Background: an optimization exercise with open tools, aiming at small area and a short achievable clock period. Do not read the settings as production practice.
Function was not checked in any run shown here: the RTL went through the layout flow alone.

==> flow/design.v (outline; a module is shown in full before it is edited, if it fits) <==
// module PWM_duty_cycle: 985 lines
// module PWM_duty_cycle_next: 21 lines
module PWM_duty_cycle (
    input clk,
    input rst,
    input pwm_in,
    output reg [7:0] duty_cycle
);
  // ...
==> flow/run.sh <==
#!/bin/bash
# synth_recipe.tcl (not shown) runs the flow's synth.tcl, then flattens the netlist and writes it again
# the make line also repeats each setting of config.mk as NAME=value (left out here)
make -C /OpenROAD-flow-scripts/flow DESIGN_CONFIG=/design/flow/config.mk WORK_HOME=/design/flow/orfs CLKGATE_MAP_FILE= SYNTH_SCRIPT=/design/flow/synth_recipe.tcl finish
==> flow/config.mk <==
export PLATFORM = sky130hd
export DESIGN_NAME = PWM_duty_cycle
export DESIGN_NICKNAME = PWM_duty_cycle
export VERILOG_FILES = /design/flow/design.v
export SDC_FILE = /design/flow/constraint.sdc
export NUM_CORES = 4
export LEC_CHECK = 0
export CAP_MARGIN = 20
export CORE_MARGIN = 2
export CORE_UTILIZATION = 40
export CTS_BUF_LIST = sky130_fd_sc_hd__clkbuf_4 sky130_fd_sc_hd__clkbuf_8
export SLEW_MARGIN = 60
export SYNTH_HIERARCHICAL = 1
==> flow/constraint.sdc <==
create_clock -name core_clock -period 110.0 [get_ports {clk}]
set_input_delay 22.0000 -clock core_clock [delete_from_list [all_inputs] [get_ports {clk}]]
set_output_delay 22.0000 -clock core_clock [all_outputs]
set_load 0.01 [all_outputs]
==> impl_metrics.yaml, run 1 <==
floorplan:
  design.die.area_um2: 37100
  ios: 11
sta:
  hold_ws_ns: 0.492
  fin_ws_ns: 86.71
  fmax_ghz: 0.0429
  slew_headroom_pct: 61.4
placement:
  dpl_worst_slack_ns: 86.74
  place.gp.congestion: 0.848
min_path:
  hold_path.class: "reg -> reg"
  hold_depth: 1
cells_and_area:
  area_delta_synth_final_pct: 6.72
  fin_nets: 1808
  diodes: 0
  drive_above_1_share_pct: 12.7
  largest_cell_class: "multi-input combinational cells"
  layout.cells.most_common_list: "167 x fa_1, 131 x ha_1, 121 x inv_1"
setup_path:
  crit_type: "reg -> out"
  max_stage_delay_ns: 0.54
  crit_chain: "clkdlybuf4s50_1"
  r2r_cells: 67
routing:
  dr_wl_met3_um: 719
  met1_length_mm: 14.8
  antenna_left: 0
  top_layer_used: "met4"
clock_tree:
  postCtsSetupBuffers: 0
  cts_root_buffer: "clkbuf_8"
  clk_latency_ns: 0.39
synthesis:
  syn_area_um2: 14200
  synth_edf_count: 0
  synth_warnings: 7
  netlist_top_cells_count: "167 x fa_1, 131 x ha_1, 124 x inv_1, 100 x mux2i_1, 91 x nand2_1"
  synth-simple-area-share_pct: 14.1
  synth_top_cell_area_share_pct: 23.5
  synth_top_family_by_area: "adder cells"
global_routing:
  grt_pass1_vias: 11200
outcome:
  status: "complete, no violations"
==> run 2: changes to the inputs <==
--- a/flow/design.v
+++ b/flow/design.v
@@ -1,115 +1,120 @@
 module PWM_duty_cycle (
     input clk,
     input rst,
     input pwm_in,
     output reg [7:0] duty_cycle
 );
-    reg [20:0] a;                        
+    reg [20:0] a_r;                      
     reg [15:0] t;                        
     reg        p;                        
+    reg        pp;                       
     reg        first;                    
-    wire        fe = p & ~pwm_in;
-    wire        a_top = (a == 21'd1638375);  
-    wire [20:0] a_inc = a_top ? 21'd0 : a + 21'd25;
-    wire [22:0] n = {a, 2'b00};        
-    reg [8:0] pr2;
+    reg  [8:0] pr2;                      
     reg [12:0] pr3;
     reg [15:0] pr4;
-    reg qr7;
+    reg        qr7;                      
+    reg [13:10] nx2;                     
+    wire        fe = p & ~pwm_in;        
+    wire        clr = pp & ~p;           
+    wire [20:0] a_inc = (a_r == 21'd1638375) ? 21'd0 : a_r + 21'd25;
+    wire [20:0] a = clr ? 21'd25 : (p ? a_inc : a_r);    
+    wire [22:0] n1 = {a_r, 2'b00};       
+    wire [22:0] n3 = {a, 2'b00};         
+    wire [22:0] n4 = {a_r, 2'b00};       
     wire [15:0] T1 = t + 16'd3;
-    wire [16:0] tz1;               
+    wire [16:0] tz1;                   
     assign tz1[16] = 1'b1;
     genvar g1;
     generate for (g1 = 0; g1 < 16; g1 = g1 + 1) begin : g_tz1
         assign tz1[g1] = tz1[g1+1] & ~T1[g1];
     end endgenerate
     wire [15:0] T2 = t + 16'd2;
-    wire [16:0] tz2;               
+    wire [16:0] tz2;                   
     assign tz2[16] = 1'b1;
     genvar g2;
     generate for (g2 = 0; g2 < 16; g2 = g2 + 1) begin : g_tz2
         assign tz2[g2] = tz2[g2+1] & ~T2[g2];
     end endgenerate
     wire [15:0] T3 = t + 16'd1;
-    wire [16:0] tz3;               
+    wire [16:0] tz3;                   
     assign tz3[16] = 1'b1;
     genvar g3;
     generate for (g3 = 0; g3 < 16; g3 = g3 + 1) begin : g_tz3
         assign tz3[g3] = tz3[g3+1] & ~T3[g3];
     end endgenerate
     wire [15:0] T4 = t;
-    wire [16:0] tz4;               
+    wire [16:0] tz4;                   
     assign tz4[16] = 1'b1;
     genvar g4;
     generate for (g4 = 0; g4 < 16; g4 = g4 + 1) begin : g_tz4
         assign tz4[g4] = tz4[g4+1] & ~T4[g4];
     end endgenerate
-    wire [0:0] s1v22 = n[22];
+    wire [0:0] s1v22 = n1[22];
     wire [1:0] s1b22;
     wire [0:0] s1d22;
     assign s1b22[0] = 1'b0;
     assign s1d22[0] = s1v22[0] ^ T1[0] ^ s1b22[0];
     assign s1b22[1] = (~s1v22[0] & T1[0]) | (~(s1v22[0] ^ T1[0]) & s1b22[0]);
     wire s1ge22 = ~s1b22[1] & tz1[1];
     wire [0:0] s1r22 = s1ge22 ? s1d22[0:0] : s1v22[0:0];
-    wire [1:0] s1v21 = {s1r22[0:0], n[21]};
+    wire [1:0] s1v21 = {s1r22[0:0], n1[21]};
     wire [2:0] s1b21;
     wire [1:0] s1d21;
     assign s1b21[0] = 1'b0;
     assign s1d21[0] = s1v21[0] ^ T1[0] ^ s1b21[0];
     assign s1d21[1] = s1v21[1] ^ T1[1] ^ s1b21[1];
     assign s1b21[1] = (~s1v21[0] & T1[0]) | (~(s1v21[0] ^ T1[0]) & s1b21[0]);
     assign s1b21[2] = (~s1v21[1] & T1[1]) | (~(s1v21[1] ^ T1[1]) & s1b21[1]);
     wire s1ge21 = ~s1b21[2] & tz1[2];
     wire [1:0] s1r21 = s1ge21 ? s1d21[1:0] : s1v21[1:0];
-    wire [2:0] s1v20 = {s1r21[1:0], n[20]};
+    wire [2:0] s1v20 = {s1r21[1:0], n1[20]};
     wire [3:0] s1b20;
     wire [2:0] s1d20;
     assign s1b20[0] = 1'b0;
     assign s1d20[0] = s1v20[0] ^ T1[0] ^ s1b20[0];
     assign s1d20[1] = s1v20[1] ^ T1[1] ^ s1b20[1];
     assign s1d20[2] = s1v20[2] ^ T1[2] ^ s1b20[2];
     assign s1b20[1] = (~s1v20[0] & T1[0]) | (~(s1v20[0] ^ T1[0]) & s1b20[0]);
     assign s1b20[2] = (~s1v20[1] & T1[1]) | (~(s1v20[1] ^ T1[1]) & s1b20[1]);
     assign s1b20[3] = (~s1v20[2] & T1[2]) | (~(s1v20[2] ^ T1[2]) & s1b20[2]);
     wire s1ge20 = ~s1b20[3] & tz1[3];
     wire [2:0] s1r20 = s1ge20 ? s1d20[2:0] : s1v20[2:0];
-    wire [3:0] s1v19 = {s1r20[2:0], n[19]};
+    wire [3:0] s1v19 = {s1r20[2:0], n1[19]};
     wire [4:0] s1b19;
     wire [3:0] s1d19;
     assign s1b19[0] = 1'b0;
     assign s1d19[0] = s1v19[0] ^ T1[0] ^ s1b19[0];
     assign s1d19[1] = s1v19[1] ^ T1[1] ^ s1b19[1];
     assign s1d19[2] = s1v19[2] ^ T1[2] ^ s1b19[2];
     assign s1d19[3] = s1v19[3] ^ T1[3] ^ s1b19[3];
     assign s1b19[1] = (~s1v19[0] & T1[0]) | (~(s1v19[0] ^ T1[0]) & s1b19[0]);
     assign s1b19[2] = (~s1v19[1] & T1[1]) | (~(s1v19[1] ^ T1[1]) & s1b19[1]);
     assign s1b19[3] = (~s1v19[2] & T1[2]) | (~(s1v19[2] ^ T1[2]) & s1b19[2]);
     assign s1b19[4] = (~s1v19[3] & T1[3]) | (~(s1v19[3] ^ T1[3]) & s1b19[3]);
     wire s1ge19 = ~s1b19[4] & tz1[4];
     wire [3:0] s1r19 = s1ge19 ? s1d19[3:0] : s1v19[3:0];
-    wire [4:0] s1v18 = {s1r19[3:0], n[18]};
+    wire [4:0] s1v18 = {s1r19[3:0], n1[18]};
     wire [5:0] s1b18;
     wire [4:0] s1d18;
     assign s1b18[0] = 1'b0;
     assign s1d18[0] = s1v18[0] ^ T1[0] ^ s1b18[0];
     assign s1d18[1] = s1v18[1] ^ T1[1] ^ s1b18[1];
     assign s1d18[2] = s1v18[2] ^ T1[2] ^ s1b18[2];
     assign s1d18[3] = s1v18[3] ^ T1[3] ^ s1b18[3];
     assign s1d18[4] = s1v18[4] ^ T1[4] ^ s1b18[4];
     assign s1b18[1] = (~s1v18[0] & T1[0]) | (~(s1v18[0] ^ T1[0]) & s1b18[0]);
     assign s1b18[2] = (~s1v18[1] & T1[1]) | (~(s1v18[1] ^ T1[1]) & s1b18[1]);
     assign s1b18[3] = (~s1v18[2] & T1[2]) | (~(s1v18[2] ^ T1[2]) & s1b18[2]);
     assign s1b18[4] = (~s1v18[3] & T1[3]) | (~(s1v18[3] ^ T1[3]) & s1b18[3]);
     assign s1b18[5] = (~s1v18[4] & T1[4]) | (~(s1v18[4] ^ T1[4]) & s1b18[4]);
     wire s1ge18 = ~s1b18[5] & tz1[5];
     wire [4:0] s1r18 = s1ge18 ? s1d18[4:0] : s1v18[4:0];
-    wire [5:0] s1v17 = {s1r18[4:0], n[17]};
+    wire [5:0] s1v17 = {s1r18[4:0], n1[17]};
     wire [6:0] s1b17;
     wire [5:0] s1d17;
     assign s1b17[0] = 1'b0;
     assign s1d17[0] = s1v17[0] ^ T1[0] ^ s1b17[0];
     assign s1d17[1] = s1v17[1] ^ T1[1] ^ s1b17[1];
     assign s1d17[2] = s1v17[2] ^ T1[2] ^ s1b17[2];
     assign s1d17[3] = s1v17[3] ^ T1[3] ^ s1b17[3];
     assign s1d17[4] = s1v17[4] ^ T1[4] ^ s1b17[4];
@@ -117,17 +122,17 @@
     assign s1b17[1] = (~s1v17[0] & T1[0]) | (~(s1v17[0] ^ T1[0]) & s1b17[0]);
     assign s1b17[2] = (~s1v17[1] & T1[1]) | (~(s1v17[1] ^ T1[1]) & s1b17[1]);
     assign s1b17[3] = (~s1v17[2] & T1[2]) | (~(s1v17[2] ^ T1[2]) & s1b17[2]);
     assign s1b17[4] = (~s1v17[3] & T1[3]) | (~(s1v17[3] ^ T1[3]) & s1b17[3]);
     assign s1b17[5] = (~s1v17[4] & T1[4]) | (~(s1v17[4] ^ T1[4]) & s1b17[4]);
     assign s1b17[6] = (~s1v17[5] & T1[5]) | (~(s1v17[5] ^ T1[5]) & s1b17[5]);
     wire s1ge17 = ~s1b17[6] & tz1[6];
     wire [5:0] s1r17 = s1ge17 ? s1d17[5:0] : s1v17[5:0];
-    wire [6:0] s1v16 = {s1r17[5:0], n[16]};
+    wire [6:0] s1v16 = {s1r17[5:0], n1[16]};
     wire [7:0] s1b16;
     wire [6:0] s1d16;
     assign s1b16[0] = 1'b0;
     assign s1d16[0] = s1v16[0] ^ T1[0] ^ s1b16[0];
     assign s1d16[1] = s1v16[1] ^ T1[1] ^ s1b16[1];
     assign s1d16[2] = s1v16[2] ^ T1[2] ^ s1b16[2];
     assign s1d16[3] = s1v16[3] ^ T1[3] ^ s1b16[3];
     assign s1d16[4] = s1v16[4] ^ T1[4] ^ s1b16[4];
@@ -137,17 +142,17 @@
     assign s1b16[2] = (~s1v16[1] & T1[1]) | (~(s1v16[1] ^ T1[1]) & s1b16[1]);
     assign s1b16[3] = (~s1v16[2] & T1[2]) | (~(s1v16[2] ^ T1[2]) & s1b16[2]);
     assign s1b16[4] = (~s1v16[3] & T1[3]) | (~(s1v16[3] ^ T1[3]) & s1b16[3]);
     assign s1b16[5] = (~s1v16[4] & T1[4]) | (~(s1v16[4] ^ T1[4]) & s1b16[4]);
     assign s1b16[6] = (~s1v16[5] & T1[5]) | (~(s1v16[5] ^ T1[5]) & s1b16[5]);
     assign s1b16[7] = (~s1v16[6] & T1[6]) | (~(s1v16[6] ^ T1[6]) & s1b16[6]);
     wire s1ge16 = ~s1b16[7] & tz1[7];
     wire [6:0] s1r16 = s1ge16 ? s1d16[6:0] : s1v16[6:0];
-    wire [7:0] s1v15 = {s1r16[6:0], n[15]};
+    wire [7:0] s1v15 = {s1r16[6:0], n1[15]};
     wire [8:0] s1b15;
     wire [7:0] s1d15;
     assign s1b15[0] = 1'b0;
     assign s1d15[0] = s1v15[0] ^ T1[0] ^ s1b15[0];
     assign s1d15[1] = s1v15[1] ^ T1[1] ^ s1b15[1];
     assign s1d15[2] = s1v15[2] ^ T1[2] ^ s1b15[2];
     assign s1d15[3] = s1v15[3] ^ T1[3] ^ s1b15[3];
     assign s1d15[4] = s1v15[4] ^ T1[4] ^ s1b15[4];
@@ -159,17 +164,17 @@
     assign s1b15[3] = (~s1v15[2] & T1[2]) | (~(s1v15[2] ^ T1[2]) & s1b15[2]);
     assign s1b15[4] = (~s1v15[3] & T1[3]) | (~(s1v15[3] ^ T1[3]) & s1b15[3]);
     assign s1b15[5] = (~s1v15[4] & T1[4]) | (~(s1v15[4] ^ T1[4]) & s1b15[4]);
     assign s1b15[6] = (~s1v15[5] & T1[5]) | (~(s1v15[5] ^ T1[5]) & s1b15[5]);
     assign s1b15[7] = (~s1v15[6] & T1[6]) | (~(s1v15[6] ^ T1[6]) & s1b15[6]);
     assign s1b15[8] = (~s1v15[7] & T1[7]) | (~(s1v15[7] ^ T1[7]) & s1b15[7]);
     wire s1ge15 = ~s1b15[8] & tz1[8];
     wire [7:0] s1r15 = s1ge15 ? s1d15[7:0] : s1v15[7:0];
-    wire [8:0] s1v14 = {s1r15[7:0], n[14]};
+    wire [8:0] s1v14 = {s1r15[7:0], n1[14]};
     wire [9:0] s1b14;
     wire [8:0] s1d14;
     assign s1b14[0] = 1'b0;
     assign s1d14[0] = s1v14[0] ^ T1[0] ^ s1b14[0];
     assign s1d14[1] = s1v14[1] ^ T1[1] ^ s1b14[1];
     assign s1d14[2] = s1v14[2] ^ T1[2] ^ s1b14[2];
     assign s1d14[3] = s1v14[3] ^ T1[3] ^ s1b14[3];
     assign s1d14[4] = s1v14[4] ^ T1[4] ^ s1b14[4];
@@ -183,22 +188,17 @@
     assign s1b14[4] = (~s1v14[3] & T1[3]) | (~(s1v14[3] ^ T1[3]) & s1b14[3]);
     assign s1b14[5] = (~s1v14[4] & T1[4]) | (~(s1v14[4] ^ T1[4]) & s1b14[4]);
     assign s1b14[6] = (~s1v14[5] & T1[5]) | (~(s1v14[5] ^ T1[5]) & s1b14[5]);
     assign s1b14[7] = (~s1v14[6] & T1[6]) | (~(s1v14[6] ^ T1[6]) & s1b14[6]);
     assign s1b14[8] = (~s1v14[7] & T1[7]) | (~(s1v14[7] ^ T1[7]) & s1b14[7]);
     assign s1b14[9] = (~s1v14[8] & T1[8]) | (~(s1v14[8] ^ T1[8]) & s1b14[8]);
     wire s1ge14 = ~s1b14[9] & tz1[9];
     wire [8:0] s1r14 = s1ge14 ? s1d14[8:0] : s1v14[8:0];
-    wire sm2 = 1'b0;   
-    wire cb2 = p & (a[11:0] < 12'd25);   
-    wire [8:0] pi2 = pr2 + cb2;
-    wire pe2 = ({7'd0, pi2} == T2);
-    wire [8:0] P2 = (sm2 | pe2) ? 9'd0 : pi2;
-    wire [9:0] s2v13 = {P2[8:0], n[13]};
+    wire [9:0] s2v13 = {pr2[8:0], nx2[13]};
     wire [10:0] s2b13;
     wire [9:0] s2d13;
     assign s2b13[0] = 1'b0;
     assign s2d13[0] = s2v13[0] ^ T2[0] ^ s2b13[0];
     assign s2d13[1] = s2v13[1] ^ T2[1] ^ s2b13[1];
     assign s2d13[2] = s2v13[2] ^ T2[2] ^ s2b13[2];
     assign s2d13[3] = s2v13[3] ^ T2[3] ^ s2b13[3];
     assign s2d13[4] = s2v13[4] ^ T2[4] ^ s2b13[4];
@@ -214,17 +214,17 @@
     assign s2b13[5] = (~s2v13[4] & T2[4]) | (~(s2v13[4] ^ T2[4]) & s2b13[4]);
     assign s2b13[6] = (~s2v13[5] & T2[5]) | (~(s2v13[5] ^ T2[5]) & s2b13[5]);
     assign s2b13[7] = (~s2v13[6] & T2[6]) | (~(s2v13[6] ^ T2[6]) & s2b13[6]);
     assign s2b13[8] = (~s2v13[7] & T2[7]) | (~(s2v13[7] ^ T2[7]) & s2b13[7]);
     assign s2b13[9] = (~s2v13[8] & T2[8]) | (~(s2v13[8] ^ T2[8]) & s2b13[8]);
     assign s2b13[10] = (~s2v13[9] & T2[9]) | (~(s2v13[9] ^ T2[9]) & s2b13[9]);
     wire s2ge13 = ~s2b13[10] & tz2[10];
     wire [9:0] s2r13 = s2ge13 ? s2d13[9:0] : s2v13[9:0];
-    wire [10:0] s2v12 = {s2r13[9:0], n[12]};
+    wire [10:0] s2v12 = {s2r13[9:0], nx2[12]};
     wire [11:0] s2b12;
     wire [10:0] s2d12;
     assign s2b12[0] = 1'b0;
     assign s2d12[0] = s2v12[0] ^ T2[0] ^ s2b12[0];
     assign s2d12[1] = s2v12[1] ^ T2[1] ^ s2b12[1];
     assign s2d12[2] = s2v12[2] ^ T2[2] ^ s2b12[2];
     assign s2d12[3] = s2v12[3] ^ T2[3] ^ s2b12[3];
     assign s2d12[4] = s2v12[4] ^ T2[4] ^ s2b12[4];
@@ -242,17 +242,17 @@
     assign s2b12[6] = (~s2v12[5] & T2[5]) | (~(s2v12[5] ^ T2[5]) & s2b12[5]);
     assign s2b12[7] = (~s2v12[6] & T2[6]) | (~(s2v12[6] ^ T2[6]) & s2b12[6]);
     assign s2b12[8] = (~s2v12[7] & T2[7]) | (~(s2v12[7] ^ T2[7]) & s2b12[7]);
     assign s2b12[9] = (~s2v12[8] & T2[8]) | (~(s2v12[8] ^ T2[8]) & s2b12[8]);
     assign s2b12[10] = (~s2v12[9] & T2[9]) | (~(s2v12[9] ^ T2[9]) & s2b12[9]);
     assign s2b12[11] = (~s2v12[10] & T2[10]) | (~(s2v12[10] ^ T2[10]) & s2b12[10]);
     wire s2ge12 = ~s2b12[11] & tz2[11];
     wire [10:0] s2r12 = s2ge12 ? s2d12[10:0] : s2v12[10:0];
-    wire [11:0] s2v11 = {s2r12[10:0], n[11]};
+    wire [11:0] s2v11 = {s2r12[10:0], nx2[11]};
     wire [12:0] s2b11;
     wire [11:0] s2d11;
     assign s2b11[0] = 1'b0;
     assign s2d11[0] = s2v11[0] ^ T2[0] ^ s2b11[0];
     assign s2d11[1] = s2v11[1] ^ T2[1] ^ s2b11[1];
     assign s2d11[2] = s2v11[2] ^ T2[2] ^ s2b11[2];
     assign s2d11[3] = s2v11[3] ^ T2[3] ^ s2b11[3];
     assign s2d11[4] = s2v11[4] ^ T2[4] ^ s2b11[4];
@@ -272,17 +272,17 @@
     assign s2b11[7] = (~s2v11[6] & T2[6]) | (~(s2v11[6] ^ T2[6]) & s2b11[6]);
     assign s2b11[8] = (~s2v11[7] & T2[7]) | (~(s2v11[7] ^ T2[7]) & s2b11[7]);
     assign s2b11[9] = (~s2v11[8] & T2[8]) | (~(s2v11[8] ^ T2[8]) & s2b11[8]);
     assign s2b11[10] = (~s2v11[9] & T2[9]) | (~(s2v11[9] ^ T2[9]) & s2b11[9]);
     assign s2b11[11] = (~s2v11[10] & T2[10]) | (~(s2v11[10] ^ T2[10]) & s2b11[10]);
     assign s2b11[12] = (~s2v11[11] & T2[11]) | (~(s2v11[11] ^ T2[11]) & s2b11[11]);
     wire s2ge11 = ~s2b11[12] & tz2[12];
     wire [11:0] s2r11 = s2ge11 ? s2d11[11:0] : s2v11[11:0];
-    wire [12:0] s2v10 = {s2r11[11:0], n[10]};
+    wire [12:0] s2v10 = {s2r11[11:0], nx2[10]};
     wire [13:0] s2b10;
     wire [12:0] s2d10;
     assign s2b10[0] = 1'b0;
     assign s2d10[0] = s2v10[0] ^ T2[0] ^ s2b10[0];
     assign s2d10[1] = s2v10[1] ^ T2[1] ^ s2b10[1];
     assign s2d10[2] = s2v10[2] ^ T2[2] ^ s2b10[2];
     assign s2d10[3] = s2v10[3] ^ T2[3] ^ s2b10[3];
     assign s2d10[4] = s2v10[4] ^ T2[4] ^ s2b10[4];
@@ -304,22 +304,22 @@
     assign s2b10[8] = (~s2v10[7] & T2[7]) | (~(s2v10[7] ^ T2[7]) & s2b10[7]);
     assign s2b10[9] = (~s2v10[8] & T2[8]) | (~(s2v10[8] ^ T2[8]) & s2b10[8]);
     assign s2b10[10] = (~s2v10[9] & T2[9]) | (~(s2v10[9] ^ T2[9]) & s2b10[9]);
     assign s2b10[11] = (~s2v10[10] & T2[10]) | (~(s2v10[10] ^ T2[10]) & s2b10[10]);
     assign s2b10[12] = (~s2v10[11] & T2[11]) | (~(s2v10[11] ^ T2[11]) & s2b10[11]);
     assign s2b10[13] = (~s2v10[12] & T2[12]) | (~(s2v10[12] ^ T2[12]) & s2b10[12]);
     wire s2ge10 = ~s2b10[13] & tz2[13];
     wire [12:0] s2r10 = s2ge10 ? s2d10[12:0] : s2v10[12:0];
-    wire sm3 = (a[20:8] == 0);              
-    wire cb3 = p & (a[7:0] < 8'd25);   
+    wire        cb3 = (a[7:0] < 8'd75);
+    wire        sm3 = (a[20:8] == 13'd0);            
     wire [12:0] pi3 = pr3 + cb3;
-    wire pe3 = ({3'd0, pi3} == T3);
+    wire        pe3 = ({3'd0, pi3} == T3);           
     wire [12:0] P3 = (sm3 | pe3) ? 13'd0 : pi3;
-    wire [13:0] s3v9 = {P3[12:0], n[9]};
+    wire [13:0] s3v9 = {P3[12:0], n3[9]};
     wire [14:0] s3b9;
     wire [13:0] s3d9;
     assign s3b9[0] = 1'b0;
     assign s3d9[0] = s3v9[0] ^ T3[0] ^ s3b9[0];
     assign s3d9[1] = s3v9[1] ^ T3[1] ^ s3b9[1];
     assign s3d9[2] = s3v9[2] ^ T3[2] ^ s3b9[2];
     assign s3d9[3] = s3v9[3] ^ T3[3] ^ s3b9[3];
     assign s3d9[4] = s3v9[4] ^ T3[4] ^ s3b9[4];
@@ -343,17 +343,17 @@
     assign s3b9[9] = (~s3v9[8] & T3[8]) | (~(s3v9[8] ^ T3[8]) & s3b9[8]);
     assign s3b9[10] = (~s3v9[9] & T3[9]) | (~(s3v9[9] ^ T3[9]) & s3b9[9]);
     assign s3b9[11] = (~s3v9[10] & T3[10]) | (~(s3v9[10] ^ T3[10]) & s3b9[10]);
     assign s3b9[12] = (~s3v9[11] & T3[11]) | (~(s3v9[11] ^ T3[11]) & s3b9[11]);
     assign s3b9[13] = (~s3v9[12] & T3[12]) | (~(s3v9[12] ^ T3[12]) & s3b9[12]);
     assign s3b9[14] = (~s3v9[13] & T3[13]) | (~(s3v9[13] ^ T3[13]) & s3b9[13]);
     wire s3ge9 = ~s3b9[14] & tz3[14];
     wire [13:0] s3r9 = s3ge9 ? s3d9[13:0] : s3v9[13:0];
-    wire [14:0] s3v8 = {s3r9[13:0], n[8]};
+    wire [14:0] s3v8 = {s3r9[13:0], n3[8]};
     wire [15:0] s3b8;
     wire [14:0] s3d8;
     assign s3b8[0] = 1'b0;
     assign s3d8[0] = s3v8[0] ^ T3[0] ^ s3b8[0];
     assign s3d8[1] = s3v8[1] ^ T3[1] ^ s3b8[1];
     assign s3d8[2] = s3v8[2] ^ T3[2] ^ s3b8[2];
     assign s3d8[3] = s3v8[3] ^ T3[3] ^ s3b8[3];
     assign s3d8[4] = s3v8[4] ^ T3[4] ^ s3b8[4];
@@ -379,17 +379,17 @@
     assign s3b8[10] = (~s3v8[9] & T3[9]) | (~(s3v8[9] ^ T3[9]) & s3b8[9]);
     assign s3b8[11] = (~s3v8[10] & T3[10]) | (~(s3v8[10] ^ T3[10]) & s3b8[10]);
     assign s3b8[12] = (~s3v8[11] & T3[11]) | (~(s3v8[11] ^ T3[11]) & s3b8[11]);
     assign s3b8[13] = (~s3v8[12] & T3[12]) | (~(s3v8[12] ^ T3[12]) & s3b8[12]);
     assign s3b8[14] = (~s3v8[13] & T3[13]) | (~(s3v8[13] ^ T3[13]) & s3b8[13]);
     assign s3b8[15] = (~s3v8[14] & T3[14]) | (~(s3v8[14] ^ T3[14]) & s3b8[14]);
     wire s3ge8 = ~s3b8[15] & tz3[15];
     wire [14:0] s3r8 = s3ge8 ? s3d8[14:0] : s3v8[14:0];
-    wire [15:0] s3v7 = {s3r8[14:0], n[7]};
+    wire [15:0] s3v7 = {s3r8[14:0], n3[7]};
     wire [16:0] s3b7;
     wire [15:0] s3d7;
     assign s3b7[0] = 1'b0;
     assign s3d7[0] = s3v7[0] ^ T3[0] ^ s3b7[0];
     assign s3d7[1] = s3v7[1] ^ T3[1] ^ s3b7[1];
     assign s3d7[2] = s3v7[2] ^ T3[2] ^ s3b7[2];
     assign s3d7[3] = s3v7[3] ^ T3[3] ^ s3b7[3];
     assign s3d7[4] = s3v7[4] ^ T3[4] ^ s3b7[4];
@@ -417,20 +417,17 @@
     assign s3b7[11] = (~s3v7[10] & T3[10]) | (~(s3v7[10] ^ T3[10]) & s3b7[10]);
     assign s3b7[12] = (~s3v7[11] & T3[11]) | (~(s3v7[11] ^ T3[11]) & s3b7[11]);
     assign s3b7[13] = (~s3v7[12] & T3[12]) | (~(s3v7[12] ^ T3[12]) & s3b7[12]);
     assign s3b7[14] = (~s3v7[13] & T3[13]) | (~(s3v7[13] ^ T3[13]) & s3b7[13]);
     assign s3b7[15] = (~s3v7[14] & T3[14]) | (~(s3v7[14] ^ T3[14]) & s3b7[14]);
     assign s3b7[16] = (~s3v7[15] & T3[15]) | (~(s3v7[15] ^ T3[15]) & s3b7[15]);
     wire s3ge7 = ~s3b7[16];
     wire [15:0] s3r7 = s3ge7 ? s3d7[15:0] : s3v7[15:0];
-    wire [4:0] al = a[4:0] - 5'd25;
-    wire [6:0] nd4 = {al, 2'b00};
-    wire [15:0] P4 = pr4;
-    wire [16:0] s4v6 = {P4[15:0], nd4[6]};
+    wire [16:0] s4v6 = {pr4[15:0], n4[6]};
     wire [17:0] s4b6;
     wire [16:0] s4d6;
     assign s4b6[0] = 1'b0;
     assign s4d6[0] = s4v6[0] ^ T4[0] ^ s4b6[0];
     assign s4d6[1] = s4v6[1] ^ T4[1] ^ s4b6[1];
     assign s4d6[2] = s4v6[2] ^ T4[2] ^ s4b6[2];
     assign s4d6[3] = s4v6[3] ^ T4[3] ^ s4b6[3];
     assign s4d6[4] = s4v6[4] ^ T4[4] ^ s4b6[4];
@@ -495,17 +492,17 @@
     assign s4b6[12] = s4g6[11] | (s4p6[11] & s4g6[10]) | (s4p6[11] & s4p6[10] & s4b6[10]);
     assign s4b6[13] = s4g6[12] | (s4p6[12] & s4b6[12]);
     assign s4b6[14] = s4g6[13] | (s4p6[13] & s4g6[12]) | (s4p6[13] & s4p6[12] & s4b6[12]);
     assign s4b6[15] = s4g6[14] | (s4p6[14] & s4b6[14]);
     assign s4b6[16] = s4g6[15] | (s4p6[15] & s4g6[14]) | (s4p6[15] & s4p6[14] & s4b6[14]);
     assign s4b6[17] = s4g6[16] | (s4p6[16] & s4b6[16]);
     wire s4ge6 = ~s4b6[17];
     wire [15:0] s4r6 = s4ge6 ? s4d6[15:0] : s4v6[15:0];
-    wire [16:0] s4v5 = {s4r6[15:0], nd4[5]};
+    wire [16:0] s4v5 = {s4r6[15:0], n4[5]};
     wire [17:0] s4b5;
     wire [16:0] s4d5;
     assign s4b5[0] = 1'b0;
     assign s4d5[0] = s4v5[0] ^ T4[0] ^ s4b5[0];
     assign s4d5[1] = s4v5[1] ^ T4[1] ^ s4b5[1];
     assign s4d5[2] = s4v5[2] ^ T4[2] ^ s4b5[2];
     assign s4d5[3] = s4v5[3] ^ T4[3] ^ s4b5[3];
     assign s4d5[4] = s4v5[4] ^ T4[4] ^ s4b5[4];
@@ -570,17 +567,17 @@
     assign s4b5[12] = s4g5[11] | (s4p5[11] & s4g5[10]) | (s4p5[11] & s4p5[10] & s4b5[10]);
     assign s4b5[13] = s4g5[12] | (s4p5[12] & s4b5[12]);
     assign s4b5[14] = s4g5[13] | (s4p5[13] & s4g5[12]) | (s4p5[13] & s4p5[12] & s4b5[12]);
     assign s4b5[15] = s4g5[14] | (s4p5[14] & s4b5[14]);
     assign s4b5[16] = s4g5[15] | (s4p5[15] & s4g5[14]) | (s4p5[15] & s4p5[14] & s4b5[14]);
     assign s4b5[17] = s4g5[16] | (s4p5[16] & s4b5[16]);
     wire s4ge5 = ~s4b5[17];
     wire [15:0] s4r5 = s4ge5 ? s4d5[15:0] : s4v5[15:0];
-    wire [16:0] s4v4 = {s4r5[15:0], nd4[4]};
+    wire [16:0] s4v4 = {s4r5[15:0], n4[4]};
     wire [17:0] s4b4;
     wire [16:0] s4d4;
     assign s4b4[0] = 1'b0;
     assign s4d4[0] = s4v4[0] ^ T4[0] ^ s4b4[0];
     assign s4d4[1] = s4v4[1] ^ T4[1] ^ s4b4[1];
     assign s4d4[2] = s4v4[2] ^ T4[2] ^ s4b4[2];
     assign s4d4[3] = s4v4[3] ^ T4[3] ^ s4b4[3];
     assign s4d4[4] = s4v4[4] ^ T4[4] ^ s4b4[4];
@@ -645,17 +642,17 @@
     assign s4b4[12] = s4g4[11] | (s4p4[11] & s4g4[10]) | (s4p4[11] & s4p4[10] & s4b4[10]);
     assign s4b4[13] = s4g4[12] | (s4p4[12] & s4b4[12]);
     assign s4b4[14] = s4g4[13] | (s4p4[13] & s4g4[12]) | (s4p4[13] & s4p4[12] & s4b4[12]);
     assign s4b4[15] = s4g4[14] | (s4p4[14] & s4b4[14]);
     assign s4b4[16] = s4g4[15] | (s4p4[15] & s4g4[14]) | (s4p4[15] & s4p4[14] & s4b4[14]);
     assign s4b4[17] = s4g4[16] | (s4p4[16] & s4b4[16]);
     wire s4ge4 = ~s4b4[17];
     wire [15:0] s4r4 = s4ge4 ? s4d4[15:0] : s4v4[15:0];
-    wire [16:0] s4v3 = {s4r4[15:0], nd4[3]};
+    wire [16:0] s4v3 = {s4r4[15:0], n4[3]};
     wire [17:0] s4b3;
     wire [16:0] s4d3;
     assign s4b3[0] = 1'b0;
     assign s4d3[0] = s4v3[0] ^ T4[0] ^ s4b3[0];
     assign s4d3[1] = s4v3[1] ^ T4[1] ^ s4b3[1];
     assign s4d3[2] = s4v3[2] ^ T4[2] ^ s4b3[2];
     assign s4d3[3] = s4v3[3] ^ T4[3] ^ s4b3[3];
     assign s4d3[4] = s4v3[4] ^ T4[4] ^ s4b3[4];
@@ -720,17 +717,17 @@
     assign s4b3[12] = s4g3[11] | (s4p3[11] & s4g3[10]) | (s4p3[11] & s4p3[10] & s4b3[10]);
     assign s4b3[13] = s4g3[12] | (s4p3[12] & s4b3[12]);
     assign s4b3[14] = s4g3[13] | (s4p3[13] & s4g3[12]) | (s4p3[13] & s4p3[12] & s4b3[12]);
     assign s4b3[15] = s4g3[14] | (s4p3[14] & s4b3[14]);
     assign s4b3[16] = s4g3[15] | (s4p3[15] & s4g3[14]) | (s4p3[15] & s4p3[14] & s4b3[14]);
     assign s4b3[17] = s4g3[16] | (s4p3[16] & s4b3[16]);
     wire s4ge3 = ~s4b3[17];
     wire [15:0] s4r3 = s4ge3 ? s4d3[15:0] : s4v3[15:0];
-    wire [16:0] s4v2 = {s4r3[15:0], nd4[2]};
+    wire [16:0] s4v2 = {s4r3[15:0], n4[2]};
     wire [17:0] s4b2;
     wire [16:0] s4d2;
     assign s4b2[0] = 1'b0;
     assign s4d2[0] = s4v2[0] ^ T4[0] ^ s4b2[0];
     assign s4d2[1] = s4v2[1] ^ T4[1] ^ s4b2[1];
     assign s4d2[2] = s4v2[2] ^ T4[2] ^ s4b2[2];
     assign s4d2[3] = s4v2[3] ^ T4[3] ^ s4b2[3];
     assign s4d2[4] = s4v2[4] ^ T4[4] ^ s4b2[4];
@@ -795,17 +792,17 @@
     assign s4b2[12] = s4g2[11] | (s4p2[11] & s4g2[10]) | (s4p2[11] & s4p2[10] & s4b2[10]);
     assign s4b2[13] = s4g2[12] | (s4p2[12] & s4b2[12]);
     assign s4b2[14] = s4g2[13] | (s4p2[13] & s4g2[12]) | (s4p2[13] & s4p2[12] & s4b2[12]);
     assign s4b2[15] = s4g2[14] | (s4p2[14] & s4b2[14]);
     assign s4b2[16] = s4g2[15] | (s4p2[15] & s4g2[14]) | (s4p2[15] & s4p2[14] & s4b2[14]);
     assign s4b2[17] = s4g2[16] | (s4p2[16] & s4b2[16]);
     wire s4ge2 = ~s4b2[17];
     wire [15:0] s4r2 = s4ge2 ? s4d2[15:0] : s4v2[15:0];
-    wire [16:0] s4v1 = {s4r2[15:0], nd4[1]};
+    wire [16:0] s4v1 = {s4r2[15:0], n4[1]};
     wire [17:0] s4b1;
     wire [16:0] s4d1;
     assign s4b1[0] = 1'b0;
     assign s4d1[0] = s4v1[0] ^ T4[0] ^ s4b1[0];
     assign s4d1[1] = s4v1[1] ^ T4[1] ^ s4b1[1];
     assign s4d1[2] = s4v1[2] ^ T4[2] ^ s4b1[2];
     assign s4d1[3] = s4v1[3] ^ T4[3] ^ s4b1[3];
     assign s4d1[4] = s4v1[4] ^ T4[4] ^ s4b1[4];
@@ -870,17 +867,17 @@
     assign s4b1[12] = s4g1[11] | (s4p1[11] & s4g1[10]) | (s4p1[11] & s4p1[10] & s4b1[10]);
     assign s4b1[13] = s4g1[12] | (s4p1[12] & s4b1[12]);
     assign s4b1[14] = s4g1[13] | (s4p1[13] & s4g1[12]) | (s4p1[13] & s4p1[12] & s4b1[12]);
     assign s4b1[15] = s4g1[14] | (s4p1[14] & s4b1[14]);
     assign s4b1[16] = s4g1[15] | (s4p1[15] & s4g1[14]) | (s4p1[15] & s4p1[14] & s4b1[14]);
     assign s4b1[17] = s4g1[16] | (s4p1[16] & s4b1[16]);
     wire s4ge1 = ~s4b1[17];
     wire [15:0] s4r1 = s4ge1 ? s4d1[15:0] : s4v1[15:0];
-    wire [16:0] s4v0 = {s4r1[15:0], nd4[0]};
+    wire [16:0] s4v0 = {s4r1[15:0], n4[0]};
     wire [17:0] s4b0;
     wire [16:0] s4d0;
     assign s4b0[0] = 1'b0;
     assign s4d0[0] = s4v0[0] ^ T4[0] ^ s4b0[0];
     assign s4d0[1] = s4v0[1] ^ T4[1] ^ s4b0[1];
     assign s4d0[2] = s4v0[2] ^ T4[2] ^ s4b0[2];
     assign s4d0[3] = s4v0[3] ^ T4[3] ^ s4b0[3];
     assign s4d0[4] = s4v0[4] ^ T4[4] ^ s4b0[4];
@@ -948,59 +945,40 @@
     assign s4b0[15] = s4g0[14] | (s4p0[14] & s4b0[14]);
     assign s4b0[16] = s4g0[15] | (s4p0[15] & s4g0[14]) | (s4p0[15] & s4p0[14] & s4b0[14]);
     assign s4b0[17] = s4g0[16] | (s4p0[16] & s4b0[16]);
     wire s4ge0 = ~s4b0[17];
     wire [15:0] s4r0 = s4ge0 ? s4d0[15:0] : s4v0[15:0];
     wire [7:0] q = {qr7, s4ge6, s4ge5, s4ge4, s4ge3, s4ge2, s4ge1, s4ge0};
     always @(posedge clk) begin
         pr2 <= s1r14;
+        nx2 <= n1[13:10];
         pr3 <= s2r10;
         pr4 <= s3r7;
         qr7 <= s3ge7;
+        a_r <= a;
+        t <= fe ? 16'd0 : T3;
+        pp <= p;
     end
-    wire        ok = ~first & ~tz4[0];    
-    wire [20:0] a_n;
-    wire [15:0] t_n;
-    wire  [7:0] duty_n;
-    wire        first_n;
-    PWM_duty_cycle_next u_next (
-        .pwm_in(pwm_in), .p(p), .ok(ok), .first(first),
-        .a(a), .a_inc(a_inc), .t1(T3), .q(q), .duty(duty_cycle),
-        .a_n(a_n), .t_n(t_n), .duty_n(duty_n), .first_n(first_n)
+    wire [7:0] duty_n;
+    PWM_duty_cycle_out u_out (
+        .sel(fe & ~first & ~tz4[0]), .q(q), .duty(duty_cycle), .duty_n(duty_n)
     );
-    always @(posedge clk) begin
-        a <= a_n;
-        t <= t_n;
-    end
     always @(posedge clk or posedge rst) begin
         if (rst) begin
             p <= 1'b0;
             first <= 1'b1;
             duty_cycle <= 8'd0;
         end else begin
             duty_cycle <= duty_n;
-            first <= first_n;
+            if (fe) first <= 1'b0;
             p <= pwm_in;
         end
     end
 endmodule
-module PWM_duty_cycle_next (
-    input         pwm_in,
-    input         p,
-    input         ok,
-    input         first,
-    input  [20:0] a,
-    input  [20:0] a_inc,
-    input  [15:0] t1,
-    input   [7:0] q,
-    input   [7:0] duty,
-    output [20:0] a_n,
-    output [15:0] t_n,
-    output  [7:0] duty_n,
-    output        first_n
+module PWM_duty_cycle_out (
+    input        sel,
+    input  [7:0] q,
+    input  [7:0] duty,
+    output [7:0] duty_n
 );
-    wire fe = p & ~pwm_in;               
-    assign a_n = fe ? 21'd25 : (pwm_in ? a_inc : a);
-    assign t_n = fe ? 16'd0 : t1;
-    assign duty_n = (fe & ok) ? q : duty;
-    assign first_n = first & ~fe;
+    assign duty_n = sel ? q : duty;
 endmodule
--- a/flow/config.mk
+++ b/flow/config.mk
@@ -4,10 +4,10 @@
 export VERILOG_FILES = /design/flow/design.v
 export SDC_FILE = /design/flow/constraint.sdc
 export NUM_CORES = 4
 export LEC_CHECK = 0
 export CAP_MARGIN = 20
 export CORE_MARGIN = 2
 export CORE_UTILIZATION = 40
 export CTS_BUF_LIST = sky130_fd_sc_hd__clkbuf_4 sky130_fd_sc_hd__clkbuf_8
-export SLEW_MARGIN = 60
+export SLEW_MARGIN = 20
 export SYNTH_HIERARCHICAL = 1
==> run 2 against run 1 <==
  * Still clean on timing, DRC and antenna
  * Utilization fell by 0.24 points
  * Synthesized cell count rose by 0.66%
  * Cell area fell by 3.2%
  * Highest routed layer unchanged
==> impl_metrics.yaml, run 2 <==
sta:
  finalCritPeriodShare_pct: 21.6
  fin_skew_ns: 0.0220
  hold_ws_ns: 0.395
  worst-slew-pin-transition_ns: 1.09
  fin_crit_ns: 23.81
  rsz0062_at_grt: "no"
  drv_slew: 0
  hold_viol: 0
  fmax_ghz: 0.0420
  slew_headroom_pct: 27.1
  fin_tns_setup_ns: 0
  setup_violations: 0
floorplan:
  design.die.area_um2: 36300
  start_util_pct: 40.5
  die_h_um: 190
  dieWidth_um: 190
  coreArea_um2: 34400
  rows: 68
  ios: 11
setup_path:
  required_ns: 110.27
  crit_fanout: 18
  cp_slowest_cell: "nor3b_2"
  max_stage_delay_ns: 0.91
  critPathArrivalTime_ns: 24.08
  cp-end-kind: "flip-flop"
  crit_chain: "clkdlybuf4s50_1 > nor2b_1 > buf_4 > nor3b_2 > mux2_4"
  startpoint_type: "input port"
  crit_type: "in -> reg"
routing:
  antenna_left: 0
  dr_wl_met2_mm: 16.1
  wl_per_cell_um: 17.2
  drc_errors: 0
  dr.pass1.iters: 5
  viasPerCell: 5.44
  finalWirelength_mm: 33.9
  dr_wl_met3_mm: 1.17
  vias: 10700
  drt-initial-drc-count: 534
  met1_length_mm: 15.8
  top_layer_used: "met4"
cells_and_area:
  layout.cells.most_common_list: "167 x fa_1, 139 x inv_1, 128 x ha_1"
  n_fill_cell: 3446
  area_delta_synth_final_pct: 5.80
  fin_nets: 1807
  final_common_cell: "fa_1"
  diodes: 0
  largest_reg_flops: 21
  top_register: "a_r"
  reg_top3: "a_r (21), pr4 (16), t (16)"
  drive_above_1_share_pct: 9.84
  multi_input_area_um2: 11300
  regArea_um2: 1880
  stdcell_count: 1969
synthesis:
  syn_area_per_cell_um2: 9.15
  synth_top_cell_area_share_pct: 24.0
  syn_area_um2: 13900
  synth_flop_cell: "dfxtp_1"
  async_reset_ff_share_pct: 11.0
  synth_nets: 1817
  synth_cell_types: 75
  synth_edf_count: 0
  synth_seq_cells: 91
  netlist_instances: 1519
  synth_warnings: 7
  yosys.area.top_type: "fa_1"
  synth.most_common_cell: "fa_1"
  synth-seq-area-share_pct: 13.5
  netlist_top_cells_count: "167 x fa_1, 139 x inv_1, 128 x ha_1, 116 x nor2_1, 103 x nand2_1"
  synth.area.top_cells: "fa_1 24%, dfxtp_1 12%, ha_1 12%"
clock_tree:
  postCtsSetupBuffers: 0
  cts_made_buffers: 9
  path_clk_slew_ns: 0.09
  cts_tree: "yes"
  cts_resized: 0
  cts.htree.levels: 3
  cts_hold_buf: 0
  clk_latency_ns: 0.40
  cts_max_path_buffers: 2
  cts.sinks: 91
  cts_root_buffer: "clkbuf_8"
global_routing:
  grt_max_degree: 37
  antenna_found_initial: 0
  grt_use_total_pct: 19.5
  grt_pass1_wl_mm: 56.3
  gr-total-overflow: 0
  grt_pass1_vias: 10800
placement:
  place.gp.congestion: 0.854
  dp_cells: 1953
  dp_hpwl_mm: 27.3
  place.port_buffers: 10
flow_run:
  maxCapViolations: 0
min_path:
  hold_path.class: "reg -> reg"
outcome:
  status: "complete, no violations"
[run 2: cell count changes in the layout (fill, tap and decap cells not counted), moves of 11 or more]
cell,previous run,this run
mux2_2,82,68
xor2_1,47,35
a21o_1,34,23
inv_1,121,139
mux2i_1,100,66
nor3_1,27,38
and2_1,24,9
nor2_1,87,116
a21oi_1,52,87
nand2_1,89,103
a22o_1,19,1
[run 2: critical path: cells and delay by family]
kind | cells | cell delay, ns
buffers and inverters | 2 | 0.67
multiplexers | 1 | 0.36
AND/OR/NAND/NOR | 2 | 1.04
[run 2: final timing paths]
kind	from	to	slack, ns	cells after the start
worst max-delay path	pwm_in	duty_cycle[1]	86.19	5
min in group asynchronous	rst	duty_cycle[2]	21.92	2
worst min-delay path	a_r[8]	nx2[10]	0.40	0
max in group asynchronous	rst	p	87.72	2
worst min register to register	a_r[8]	nx2[10]	0.40	0
worst max register to register	t[1]	pr2[1]	87.76	78
[run 2: per-stage QoR]
stage / utilization (%) / area (um^2) / setup WS [ns]
final: 42.8 / 14700 / 86.19
after global routing: 42.8 / 14700 / 86.07
after CTS: 42.8 / 14700 / 86.19
after floorplan: - / 13900 / 86.82
after detailed placement: 42.2 / 14500 / 85.78
after global placement: 42.2 / 14500 / 85.82
[run 2: final cells by class]
class | instances | area share (%)
clock inverters | 3 | 0.323
repair buffers | 31 | 1.75
clock buffers | 13 | 1.09
flip-flops and latches | 91 | 12.7
inverters | 141 | 3.60
well taps | 455 | 3.87
multi-input cells | 1235 | 76.6
[run 2: Yosys stat by module, one instance, submodules excluded]
module / cell area (um^2) / cells inside / copies in the design / flops+latches
PWM_duty_cycle_out: 131 / 9 / 1 / 0
PWM_duty_cycle: 13800 / 1510 / 1 / 91
[run 2: kinds of logic (layout without fill, tap and decap cells)]
family	after synthesis	in the layout	synth area share [%]
DFF	91	91	13.5
xor gates and xnor gates	113	113	7.12
adders and majority gates	295	295	35.6
AOI/OAI and AO/OA	266	266	12.5
muxes	143	143	11.2
buffers and inverters	193	188	5.52
and+or+nand+nor	418	418	14.6
[run 2: per-layer routing]
metal | up-vias | track usage [%]
met5 | - | 0
met4 | 0 | 5.40
met3 | 54 | 2.04
met2 | 230 | 33.4
met1 | 5217 | 26.3
li1 | 5204 | -

separate check: timing with driven ports:
No port has a modelled driver above. Below, the same layouts with a new extraction and two added sets of constraints. Step 1 assumes that a clkbuf_16 drives the clock port and a buf_2 every other input. Step 2 adds t to the input delays and takes it off the output delays; t is the mean of the earliest and latest rising clock arrival at the registers after step 1. Input paths then give back, and output paths get back, about the clock's delay inside the block. a / b / c = ideal ports / drivers / drivers and shift; a / b = the first two.
| run | t, ns | setup slack, ns | worst data-port slew with drivers (ns) | cell pins on the clock port's net |
|---|---|---|---|---|
| run 1 | 0.424 | 86.708 / 86.665 / 86.758 | 0.03 | 1 |
| run 2 | 0.432 | 86.186 / 86.205 / 85.773 | 0.03 | 1 |
After both steps setup and hold are still met in every run listed. For run 2, which loses most, drivers alone change the setup slack by +0.019 ns; drivers and shift together by -0.413 ns.
